Source: an optimization exercise on an open RTL-to-GDS flow (aim: small area and a short achievable clock period). Production flows keep margins and buffers that such runs may drop. Only the layout flow was run in this run; the RTL was not checked for function there.

File: flow/config.mk
export PLATFORM = sky130hd
export DESIGN_NAME = ALU_TOP
export DESIGN_NICKNAME = ALU_TOP
export VERILOG_FILES = /design/flow/design.v
export SDC_FILE = /design/flow/constraint.sdc
export NUM_CORES = 4
export LEC_CHECK = 0
export CAP_MARGIN = 20
export CORE_MARGIN = 2
export CORE_UTILIZATION = 40
export SLEW_MARGIN = 20
File: flow/constraint.sdc
create_clock -name core_clock -period 85.0 [get_ports {CLK}]
set_input_delay 17.0000 -clock core_clock [delete_from_list [all_inputs] [get_ports {CLK}]]
set_output_delay 17.0000 -clock core_clock [all_outputs]
set_load 0.01 [all_outputs]
File: flow/design.v
module Decoder (
    input wire [1:0]  alu_fun,
    input wire        rst,
    output wire       arith_enable,
    output wire       logic_enable,
    output wire       cmp_enable,
    output wire       shift_enable
);
 reg [3:0] deco ;
assign {arith_enable,logic_enable,cmp_enable,shift_enable} = deco;
 always @(*) begin
    if (!rst) begin
        deco = 4'b0000 ;
    end
    else begin
        deco = 4'b0000 ;
        case (alu_fun)
           2'b00 : deco = 4'b1000 ;
           2'b01 : deco = 4'b0100 ;
           2'b10 : deco = 4'b0010 ;
           2'b11 : deco = 4'b0001 ;
            default: deco = 4'b0000 ; 
        endcase
    end
 end   
endmodule
module ARITHMETIC_UNIT #(
    parameter in_data_width = 16,
              out_data_width = 32            
) (
   input  wire signed [in_data_width-1:0]      a,
   input  wire signed [in_data_width-1:0]      b,
   input  wire        [1:0]                    alu_fun,
   input  wire                                 clk,
   input  wire                                 rst,
   input  wire                                 arith_enable,
   output reg signed [out_data_width-1:0]      arith_out,
   output reg                                  carry_out,
   output reg                                  arith_flag
);
reg signed  [out_data_width-1:0] arith_out_comb;
wire                              arith_carry_comb;
reg                             arith_flag_comb;
always @(posedge clk or negedge rst) begin
    if (!rst) begin
     arith_out <= 32'b0;
     carry_out <= 1'b0;
     arith_flag <= 1'b0;   
    end
    else begin
     arith_out <= arith_out_comb ;
     carry_out <= arith_carry_comb;
     arith_flag <= arith_flag_comb ;
    end
end
 always @(*) begin
    arith_out_comb = 32'b0 ;
    arith_flag_comb = 1'b0 ;
    if (arith_enable) begin
       case (alu_fun)
        2'b00:begin
             arith_out_comb = a + b ;
             arith_flag_comb = 1'b1 ;
        end
        2'b01:begin
             arith_out_comb = a - b ;
             arith_flag_comb = 1'b1 ;
        end
        2'b10:begin
             arith_out_comb = a * b ;
             arith_flag_comb = 1'b1 ;
        end
        2'b11:begin
             arith_out_comb = (b == 0) ? 0 : a / b ;  
             arith_flag_comb = 1'b1 ;
        end
       endcase 
    end
 end
 assign arith_carry_comb = arith_out_comb[in_data_width] ;
endmodule
module Logic_UNIT #(
    parameter in_data_width =16,
              out_data_width = 16
) (
   input  wire  [in_data_width-1:0]            a,
   input  wire  [in_data_width-1:0]            b,
   input  wire        [1:0]                    alu_fun,
   input  wire                                 clk,
   input  wire                                 rst,
   input  wire                                 logic_enable,
   output reg  [out_data_width-1:0]            logic_out,
   output reg                                  logic_flag
);
reg [out_data_width-1:0]      logic_out_comb;
reg                           logic_flag_comb;
always @(posedge clk or negedge rst) begin
    if (!rst) begin
        logic_out <= 16'b0 ;
        logic_flag <= 1'b0 ;   
    end
    else begin
        logic_out <= logic_out_comb ;
        logic_flag <= logic_flag_comb ;
    end 
end
always @(*) begin
    logic_out_comb = 16'b0 ;
    logic_flag_comb = 1'b0 ;
    if (logic_enable) begin
       case (alu_fun)
        2'b00:begin
             logic_out_comb = a & b ;
             logic_flag_comb = 1'b1 ;
        end
        2'b01:begin
             logic_out_comb = a | b ;
             logic_flag_comb = 1'b1 ;
        end
        2'b10:begin
             logic_out_comb = ~(a & b) ;
             logic_flag_comb = 1'b1 ;
        end
        2'b11:begin
             logic_out_comb = ~(a | b) ;
             logic_flag_comb = 1'b1 ;
        end
       endcase 
    end
 end
endmodule
module CMP_UNIT #(
    parameter in_data_width =16,
              out_data_width = 2
) (
   input  wire  [in_data_width-1:0]            a,
   input  wire  [in_data_width-1:0]            b,
   input  wire        [1:0]                    alu_fun,
   input  wire                                 clk,
   input  wire                                 rst,
   input  wire                                 cmp_enable,
   output reg    [out_data_width-1:0]          cmp_out,
   output reg                                  cmp_flag
);
reg          [1:0]            cmp_out_comb;
reg                           cmp_flag_comb;
always @(posedge clk or negedge rst) begin
    if (!rst) begin
        cmp_out <= 2'b0 ;
        cmp_flag <= 1'b0 ;   
    end
    else begin
        cmp_out <= cmp_out_comb ;
        cmp_flag <= cmp_flag_comb ;
    end 
end
always @(*) begin
    cmp_out_comb = 2'b0 ;
    cmp_flag_comb = 1'b0 ;
    if (cmp_enable) begin
        cmp_flag_comb = 1'b1 ;
       case (alu_fun)
        2'b00:begin
             cmp_out_comb = 2'b0 ;   
        end
        2'b01:begin if (a == b)begin
             cmp_out_comb = 2'b01 ;
        end
        else begin
           cmp_out_comb = 2'b00 ; 
        end
        end
        2'b10: begin if (a > b)begin
             cmp_out_comb = 2'b10 ;
        end
        else begin
           cmp_out_comb = 2'b00 ; 
        end
        end
        2'b11: begin if (a < b)begin
             cmp_out_comb = 2'b11 ;
        end
        else begin
           cmp_out_comb = 2'b00 ; 
        end
        end
       endcase 
    end
 end
endmodule
module Shift_UNIT #(
    parameter in_data_width =16,
              out_data_width = 16
) (
   input  wire  [in_data_width-1:0]            a,
   input  wire  [in_data_width-1:0]            b,
   input  wire        [1:0]                    alu_fun,
   input  wire                                 clk,
   input  wire                                 rst,
   input  wire                                 shift_enable,
   output reg  [out_data_width-1:0]            shift_out,
   output reg                                  shift_flag
);
reg [out_data_width-1:0]      shift_out_comb;
reg                           shift_flag_comb;
always @(posedge clk or negedge rst) begin
    if (!rst) begin
        shift_out <= 16'b0 ;
        shift_flag <= 1'b0 ;   
    end
    else begin
        shift_out <= shift_out_comb ;
        shift_flag <= shift_flag_comb ;
    end 
end
always @(*) begin
    shift_out_comb = 16'b0 ;
    shift_flag_comb = 1'b0 ;
    if (shift_enable) begin
       case (alu_fun)
        2'b00:begin
             shift_out_comb = a >> 1 ;
             shift_flag_comb = 1'b1 ;
        end
        2'b01:begin
             shift_out_comb = a << 1 ;
             shift_flag_comb = 1'b1 ;
        end
        2'b10:begin
             shift_out_comb = b >> 1 ;
             shift_flag_comb = 1'b1 ;
        end
        2'b11:begin
             shift_out_comb = b << 1 ;
             shift_flag_comb = 1'b1 ;
        end
       endcase 
    end
 end
endmodule
module ALU_TOP #(
    parameter OP_DATA_WIDTH = 16,
              Arith_OUT_WIDTH = OP_DATA_WIDTH + OP_DATA_WIDTH,
              Logic_OUT_WIDTH = OP_DATA_WIDTH,
              Shift_OUT_WIDTH = OP_DATA_WIDTH,
              CMP_OUT_WIDTH   = 2 
) (
    input wire signed [OP_DATA_WIDTH-1:0]      A,
    input wire signed [OP_DATA_WIDTH-1:0]      B,
    input wire [3:0]                           ALU_FUN,
    input wire                                 CLK,
    input wire                                 RST,
    output wire signed [Arith_OUT_WIDTH-1:0]   Arith_OUT,
    output wire                                Carry_OUT,
    output wire                                Arith_Flag,
    output wire [Logic_OUT_WIDTH-1:0]          Logic_OUT,
    output wire                                Logic_Flag,
    output wire [CMP_OUT_WIDTH-1:0]            CMP_OUT,
    output wire                                CMP_Flag,
    output wire [Shift_OUT_WIDTH-1:0]          Shift_OUT,
    output wire                                Shift_Flag
);
  wire      Arith_Enable ;
  wire      Logic_Enable ;
  wire      CMP_Enable ;
  wire      Shift_Enable ;
Decoder U0 (
    .alu_fun(ALU_FUN[3:2]),
    .rst(RST),
    .arith_enable(Arith_Enable),
    .logic_enable(Logic_Enable),
    .cmp_enable(CMP_Enable),
    .shift_enable(Shift_Enable)
);
ARITHMETIC_UNIT #(.in_data_width(OP_DATA_WIDTH),
                  .out_data_width(Arith_OUT_WIDTH)) U1 (
   .a(A),
   .b(B),
   .alu_fun(ALU_FUN[1:0]),
   .clk(CLK),
   .rst(RST),
   .arith_enable(Arith_Enable),
   .arith_out(Arith_OUT),
   .carry_out(Carry_OUT),
   .arith_flag(Arith_Flag)
                  );
Logic_UNIT #(.in_data_width(OP_DATA_WIDTH),
             .out_data_width(Logic_OUT_WIDTH)) U2 (
   .a(A),
   .b(B),
   .alu_fun(ALU_FUN[1:0]),
   .clk(CLK),
   .rst(RST),
   .logic_enable(Logic_Enable),
   .logic_out(Logic_OUT),
   .logic_flag(Logic_Flag)
             );
CMP_UNIT #(.in_data_width(OP_DATA_WIDTH),
           .out_data_width(CMP_OUT_WIDTH)) U3 (
   .a(A),
   .b(B),
   .alu_fun(ALU_FUN[1:0]),
   .clk(CLK),
   .rst(RST),
   .cmp_enable(CMP_Enable),
   .cmp_out(CMP_OUT),
   .cmp_flag(CMP_Flag)
);
Shift_UNIT #(.in_data_width(OP_DATA_WIDTH),
             .out_data_width(Shift_OUT_WIDTH)) U4 (
   .a(A),
   .b(B),
   .alu_fun(ALU_FUN[1:0]),
   .clk(CLK),
   .rst(RST),
   .shift_enable(Shift_Enable),
   .shift_out(Shift_OUT),
   .shift_flag(Shift_Flag)
);
endmodule
File: flow/run.sh
#!/bin/bash
# synth_recipe.tcl (not shown) runs the flow's synth.tcl, then flattens the netlist and writes it again
# the make line also repeats each setting of config.mk as NAME=value (left out here)
make -C /OpenROAD-flow-scripts/flow DESIGN_CONFIG=/design/flow/config.mk WORK_HOME=/design/flow/orfs CLKGATE_MAP_FILE= SYNTH_SCRIPT=/design/flow/synth_recipe.tcl finish
==> run summary <==
[worst max-delay path: cells and delay by family]
kind / cells / cell delay [ps]
adder cells (fa/ha/maj): 31 / 8950
buffers and inverters: 45 / 6900
AND/OR/NAND/NOR: 89 / 18820
AO/OA/AOI/OAI: 139 / 29080
XOR/XNOR: 4 / 560
multiplexers: 4 / 1230
[sequential cells by signal (all words and copies together), names as in the netlist]
signal         flops
U1.arith_flag      1
U1.arith_out      32
U2.logic_flag      1
U2.logic_out      16
U3.cmp_flag        1
U3.cmp_out         2
U4.shift_flag      1
U4.shift_out      16
[cells in the final DEF, fill, tap and decap left out, types with 47 or more instances in the layout]
cell type	netlist	routed
ha_1	662	655
nand2_1	631	621
buf_4	2	613
nor2_1	620	604
inv_1	491	487
a21oi_1	423	366
xnor2_1	321	310
fa_1	264	264
o21ai_0	292	258
a21o_1	196	195
conb_1	2	152
xor2_1	143	142
nor3_1	138	120
nand3_1	119	115
o21a_1	115	112
clkdlybuf4s50_1	0	104
or3_1	80	77
dfrtp_1	70	70
a31oi_1	71	61
nor2b_1	64	60
o21bai_1	59	58
a21oi_2	2	57
o31ai_1	69	52
o211ai_1	52	52
mux2_2	52	52
nand4_1	50	50
or2_2	51	49
nand2b_1	48	47
[layer usage]
metal | vias to the layer above | wire length [um] | GRT usage
li1 | 22700 | - | -
met1 | 23200 | 82900 | 0.450
met2 | 2097 | 76700 | 0.475
met3 | 375 | 16900 | 0.0561
met4 | 2 | 8330 | 0.121
met5 | - | 12 | 0
[cell families (layout without fill, tap and decap cells)]
kind of cell             after synthesis  count (layout)  share of synthesized area
multiplexers                          97              97                     0.0270
AND/OR/NAND/NOR                     2001            2001                      0.210
XOR/XNOR                             464             464                     0.0921
AO/OA/AOI/OAI                       1712            1713                      0.262
adder cells (fa/ha/maj)              926             926                      0.307
flip-flops                            70              70                     0.0397
other                                  2             152                   0.000170
buffers and inverters                713            1268                     0.0617
[through the flow]
stage | instances | utilization
2_1_floorplan | 6135 | -
3_3_place_gp | 8072 | 0.469
3_5_place_dp | 8072 | 0.469
4_1_cts | 8103 | 0.475
5_1_grt | 8167 | 0.493
6_report | 8167 | 0.493
[layout make-up]
class / instances / share of cell area
clock buffers: 10 / 0.00426
clock inverters: 6 / 0.000861
inverters: 507 / 0.0354
multi-input cells: 5353 / 0.781
flip-flops and latches: 70 / 0.0326
well taps: 1476 / 0.0343
repair buffers: 745 / 0.112
[final timing paths]
kind	cells past startpoint	endpoint	slack, ps
setup / recovery	312	U1.arith_out[19]	2640
hold / removal	1	U1.arith_out[27]	16510
max in group asynchronous	2	U4.shift_out[3]	67280
min in group core_clock	3	U3.cmp_flag	17070
[repair_timing]
| item | CTS | global route |
|---|---|---|
| buffers inserted | 15 | 61 |
| resized for setup | 46 | 328 |
| hold endpoints to repair | 0 | 0 |
| pin swaps | 8 | 76 |
| gates cloned | 0 | 3 |
| setup endpoints to repair | 32 | 32 |
==> results.tsv <==
metric	value	unit
First DRT Iteration DRCs	4598	
row count	121	
first-pass GRT wire length	277000	um
share of layout cells above drive strength 1	0.170	
Clock transition at path regs	80	ps
area fraction of the dominant cell type after synthesis	0.188	
Synth Flop Type	dfrtp_1	
number of diodes	0	
CP startpoint	B[0]	
Worst path max stage delay	680	ps
ANT nets after route	0	
Avg Cell Area, Syn	7.37	um2
post-synthesis sequential area ratio	0.0397	
I/O pin cnt	109	
Starting Density	0.404	
Die Y	336	um
crit path kind	primary input to flop	
HP Class	primary input to asynchronous set/reset pin	
CTS sink cnt	70	
Final setup viols	0	
clk buf depth	2	
critical path startpoint category	primary input	
vias in the first global route	46300	
min Tclk post-route	82360	ps
H-tree depth	3	
synth top area cells	ha_1 19%, fa_1 12%, xnor2_1 6.4%	
PnR worst setup slack	2640	ps
DRC errors left	0	
CTS Buf Count	9	
Die ar.	113000	um2
Syn-to-layout area delta	21.8	%
pre-CTS WS	-2550	ps
cells after synthesis	5985	
Placed Instance Area	51200	um2
most frequent CP cell	ha_1	
Worst path slowest cell	or4b_2	
total grt overflow	0	
top cells by count, synth	662 x ha_1, 631 x nand2_1, 620 x nor2_1	
routability cong.	0.993	
final hold vios	0	
average via count per standard cell	5.92	
clock root buffer	clkbuf_16	
FILL cells	10900	
Fin Setup TNS	0	ps
CTS tree	built	
Pre-Repair DR Iteration Count	8	
Distinct cells, synth	115	
FF+latch count, synth	70	
CORE AREA	109000	um2
drt wl/cell	22.6	um
fin. max-slew vios	0	
top-count cell post-synth	ha_1	
Post-CTS Hold Fix Bufs	0	
FMAX	0.0121	GHz
CP Max Fanout	23	
Fin Hold WS	16510	ps
post-DP HPWL	148000	um
routed vias	48400	
critical path arrival	82630	ps
mapped cell area	44100	um2
NumNets Final	7650	
initial antenna violation count	2	
post-synth top area cell	ha_1	
number of synthesized flops with an enable pin	0	
PortBufs	108	
worst-margin pin slew	1360	ps
max cap viols	0	
Post-Route WL	185000	um
required time worst endpoint	85270	ps
Multi-input gate area	42000	um2
FF+latch area	1750	um2
largest net degree at the start of global routing	55	
Worst Setup End Kind	flop	
final instance area	53800	um2
slew margin rel.	0.0931	
Synth Warn #	5	
Die Width	336	um
Async SR Flop Fraction	1.00	
status	complete, no violations	
Final Cycle Share	0.969	
GRT Resource Usage Total	0.317	

==> re-timing with driven ports <==
The results above use ideal ports. As a check the final layout listed here was re-extracted and re-timed, cells and wires unchanged.
Step 1 assumes that a clkbuf_16 drives the clock port and a buf_2 every other input.
Step 2 moves the port delays by t, midway between the first and last clock arrival at a register: inputs arrive t later, outputs are due t later. That takes back most of the time a late clock gives input paths.
Slacks: ideal ports / drivers / drivers and shift; pairs: ideal ports / drivers.
t (ns): 0.441
setup WS [ns]: 2.645 / 2.669 / 2.228
clock arrival spread, ns: 0.022 / 0.022
worst data-port slew with drivers (ns): 0.13
cell pins on the clock port's net: 1
After both steps setup and hold are still met in this run. The setup slack of this run moves by +0.024 ns with the drivers and by -0.417 ns with both steps.
